This is an optimization exercise on Yosys and OpenROAD, whose aim is small area, not a production implementation. In this exercise RTL edits were held to simulation tests only and were not proved equivalent to the original. Power and IR drop assume default switching activity.

==> run Z: inputs <==
==> flow/design.v <==
module Subtract(
	input wire n_rst,
	input wire clk,
	input wire signed [7:0] A,
	input wire signed [7:0] B,
	output reg signed [8:0] C,
	output reg signed [7:0] D,
	output reg signed [14:0] E,
	output reg signed [7:0] F
);
always@(posedge clk or negedge n_rst) begin
	if(!n_rst) begin
		C <= 9'sd0;
		D <= 8'sd0;
		E <= 15'sd0;
		F <= 8'sd0;
	end
	else begin
		C <= A + B;
		D <= A - B;
		E <= A * B;
		F <= (B == 8'sd0) ? 8'sd0 : A / B;
	end
end
endmodule
==> flow/run.sh <==
#!/bin/bash
# synth_recipe.tcl (not shown) runs the flow's synth.tcl, then flattens the netlist and writes it again
# the make line also repeats each setting of config.mk as NAME=value (left out here)
make -C /OpenROAD-flow-scripts/flow DESIGN_CONFIG=/design/flow/config.mk WORK_HOME=/design/flow/orfs CLKGATE_MAP_FILE= SYNTH_SCRIPT=/design/flow/synth_recipe.tcl finish
==> flow/config.mk <==
export PLATFORM = sky130hd
export DESIGN_NAME = Subtract
export DESIGN_NICKNAME = Subtract
export VERILOG_FILES = /design/flow/design.v
export SDC_FILE = /design/flow/constraint.sdc
export NUM_CORES = 4
export LEC_CHECK = 0
export CAP_MARGIN = 20
export CORE_MARGIN = 2
export CORE_UTILIZATION = 35
export PLACE_DENSITY = 0.6
export SLEW_MARGIN = 20
==> flow/constraint.sdc <==
create_clock -name core_clock -period 16.0 [get_ports {clk}]
set_input_delay 3.2000 -clock core_clock [delete_from_list [all_inputs] [get_ports {clk}]]
set_output_delay 3.2000 -clock core_clock [all_outputs]
set_load 0.01 [all_outputs]
==> run B: changes against run Z <==
==> flow/design.v, changed modules only <==
module Subtract(
	input wire n_rst,
	input wire clk,
	input wire signed [7:0] A,
	input wire signed [7:0] B,
	output wire signed [8:0] C,
	output wire signed [7:0] D,
	output wire signed [14:0] E,
	output wire signed [7:0] F
);
reg [7:0] a, b;
always@(posedge clk or negedge n_rst) begin
	if(!n_rst) begin
		a <= 8'd0;
		b <= 8'd0;
	end
	else begin
		a <= A;
		b <= B;
	end
end
assign C = {a[7], a} + {b[7], b};
assign D = a - b;
wire [8:0] b_lo = {b, 1'b0};
wire [8:0] ax = {a[7], a};       
wire [8:0] a2 = {a, 1'b0};       
wire [8:0] p [0:3];              
wire [3:0] ng;                   
genvar k;
generate
	for (k = 0; k < 4; k = k + 1) begin : booth
		wire bh = b_lo[2*k+2], bm = b_lo[2*k+1], bl = b_lo[2*k];
		wire one = bm ^ bl;
		wire two = (bh & ~bm & ~bl) | (~bh & bm & bl);
		wire neg = bh & ~(bm & bl);
		wire [9:0] x = {ax, 1'b0} ^ {10{neg}};
		assign p[k] = ({9{one}} & x[9:1]) | ({9{two}} & x[8:0]);
		assign ng[k] = neg;
	end
endgenerate
wire [14:0] e1 = {~p[3][8], p[3][7], ~p[2][8], p[2][7], ~p[1][8], p[1][7], ~p[0][8], p[0][7:0]};
wire [14:0] e2 = {2'b01, p[3][6:5], p[2][6:5], p[1][6:0], 1'b0, ng[0]};
wire [14:0] e3 = {4'b0001, p[3][4:3], p[2][4:0], 1'b0, ng[1], 2'b00};
wire [14:0] e4 = {6'b000001, p[3][2:0], 1'b0, ng[2], 4'b0000};
wire [14:0] e5 = {8'b00000010, ng[3], 6'b000000};
assign E = e1 + e2 + e3 + e4 + e5;
wire [7:0] ua = a[7] ? -a : a;
wire [7:0] d = b ^ {8{~b[7]}};
wire cin = ~b[7];
wire [8:1] hd;
assign hd[8] = |b;
genvar j;
generate
	for (j = 7; j >= 1; j = j - 1) begin : hdc
		assign hd[j] = hd[j+1] & d[j];
	end
endgenerate
wire [7:0] q;
wire [7:0] rem [1:8];    
wire [7:0] tt [1:7];     
wire [7:0] ss [1:7];     
assign rem[8] = 8'd0;
genvar i;
generate
	for (i = 7; i >= 1; i = i - 1) begin : step
		localparam K = 8 - i;
		wire [K-1:0] t;
		if (K == 1) begin : first
			assign t = ua[7];
		end else begin : later
			assign t = {rem[i+1][K-2:0], ua[i]};
		end
		wire [K:0] s = {1'b0, t} + {1'b0, d[K-1:0]} + {{K{1'b0}}, cin};
		assign q[i] = s[K] & hd[K];
		assign tt[i] = t;
		assign ss[i] = s[K-1:0];
		assign rem[i] = q[i] ? s[K-1:0] : t;
	end
endgenerate
wire [8:0] last_s = {1'b0, ss[1][6:0], ua[0]} + {1'b0, d} + {8'd0, cin};
wire [8:0] last_t = {1'b0, tt[1][6:0], ua[0]} + {1'b0, d} + {8'd0, cin};
assign q[0] = (q[1] ? last_s[8] : last_t[8]) & hd[8];
assign F = (a[7] ^ b[7]) ? -q : q;
endmodule
==> flow/flow/run.sh (new file) <==
#!/bin/bash
# Standard layout (the standard.sh) with these changes:
#  - synthesis: no full/half-adder cell extraction (ADDER_MAP_FILE empty), so
#    ABC maps all logic, with the area script in flow/abc_area.script
#    (deepsyn AIG optimisation, then area mapping)
#  - port buffers are buf_1 cells (every port still gets its own buffer)
#  - clock tree: clkbuf_4 buffers, no dummy loads
# The ORFS scripts are copied unchanged except for abc_area.script.
# standard.sh writes each tool's log under orfs/logs; its own output goes to
# standard_flow.log.
set -euo pipefail
cp -r "$FLOW_HOME/scripts" ./scripts_mod
cp flow/abc_area.script ./scripts_mod/abc_area.script
bash standard.sh SCRIPTS_DIR="$PWD/scripts_mod" ABC_AREA=1 ADDER_MAP_FILE= BUFFER_PORTS_ARGS="-buffer_cell sky130_fd_sc_hd__buf_1" CTS_ARGS="-sink_clustering_enable -repair_clock_nets -buf_list sky130_fd_sc_hd__clkbuf_4 -dont_use_dummy_load -sink_clustering_size 20 -sink_clustering_max_diameter 200" finish > standard_flow.log 2>&1
==> flow/flow/abc_area.script (new file) <==
strash
&get -n
&deepsyn -T 30
&put
dch -f
amap
topo
stime -c
==> flow/standard.sh (new file) <==
#!/bin/bash
# synth_recipe.tcl (not shown) runs the flow's synth.tcl, then flattens the netlist and writes it again
# the make line also repeats each setting of config.mk as NAME=value (left out here)
make -C /OpenROAD-flow-scripts/flow DESIGN_CONFIG=/design/flow/config.mk WORK_HOME=/design/flow/orfs CLKGATE_MAP_FILE= SYNTH_SCRIPT=/design/flow/synth_recipe.tcl "${@:-finish}"
Settings changed: ABC_AREA set to 1, CORE_UTILIZATION 35 to 60, PLACE_DENSITY 0.6 to 0.75.
removed: flow/run.sh
==> qor summary <==
item                                                                                                       run B                    run Z
Count of flip-flops and latches                                                                               16                       39
Launching element of the worst setup path                                                                   b[7]                     B[0]
Clock sink total                                                                                              16                       39
Clock transition at the register clock pins on the worst setup and hold paths after CTS                  0.09 ns                  0.07 ns
Required time of the worst setup path                                                                   12.80 ns                 16.21 ns
Leakage power of the design                                                                              1.19 nW                  3.43 nW
Logic power comb                                                                                          213 uW                   698 uW
Min Clock Period, post-route                                                                            13.85 ns                 15.40 ns
Netlist area before placement                                                                      0.00302 sq mm            0.00598 sq mm
Share of the clock period used by the worst path                                                           0.865                    0.962
Number of signal-net buffers in the layout                                                                    58                       91
Overall routing resource usage                                                                             0.363                    0.181
Per-instance average area after synthesis                                                             5.48 sq um               9.04 sq um
Outcome                                                                                  complete, no violations  complete, no violations
Post-route met1 wirelength                                                                               4280 um                  7560 um
Portion of total power attributed to combinational logic                                                   0.753                    0.725
Syn nets                                                                                                     569                      813

[what the ideal ports hide]
How much do the figures lean on ideal ports? The routed layouts below were timed once more, with nothing changed but the port constraints.
Step 1, drivers: a clkbuf_16 drives clk and a buf_2 each remaining input, both assumed.
Step 2, shift: input delay + t, output delay - t, t = (earliest + latest rising clock arrival at the registers) / 2. This alone moves slack from input paths to output paths.
Slacks: ideal ports / drivers / drivers and shift; pairs: ideal ports / drivers.
| run | t, ns | setup slack, ns | worst register clock-pin slew, ns |
|---|---|---|---|
| run Z | 0.325 | 0.604 / 0.616 / 0.291 | 0.07 / 0.07 |
| run B | 0.303 | 2.153 / 2.135 / 2.438 | 0.09 / 0.09 |
After both steps setup and hold are still met in every run listed. For run Z, which loses most, drivers alone change the setup slack by +0.012 ns; drivers and shift together by -0.313 ns.
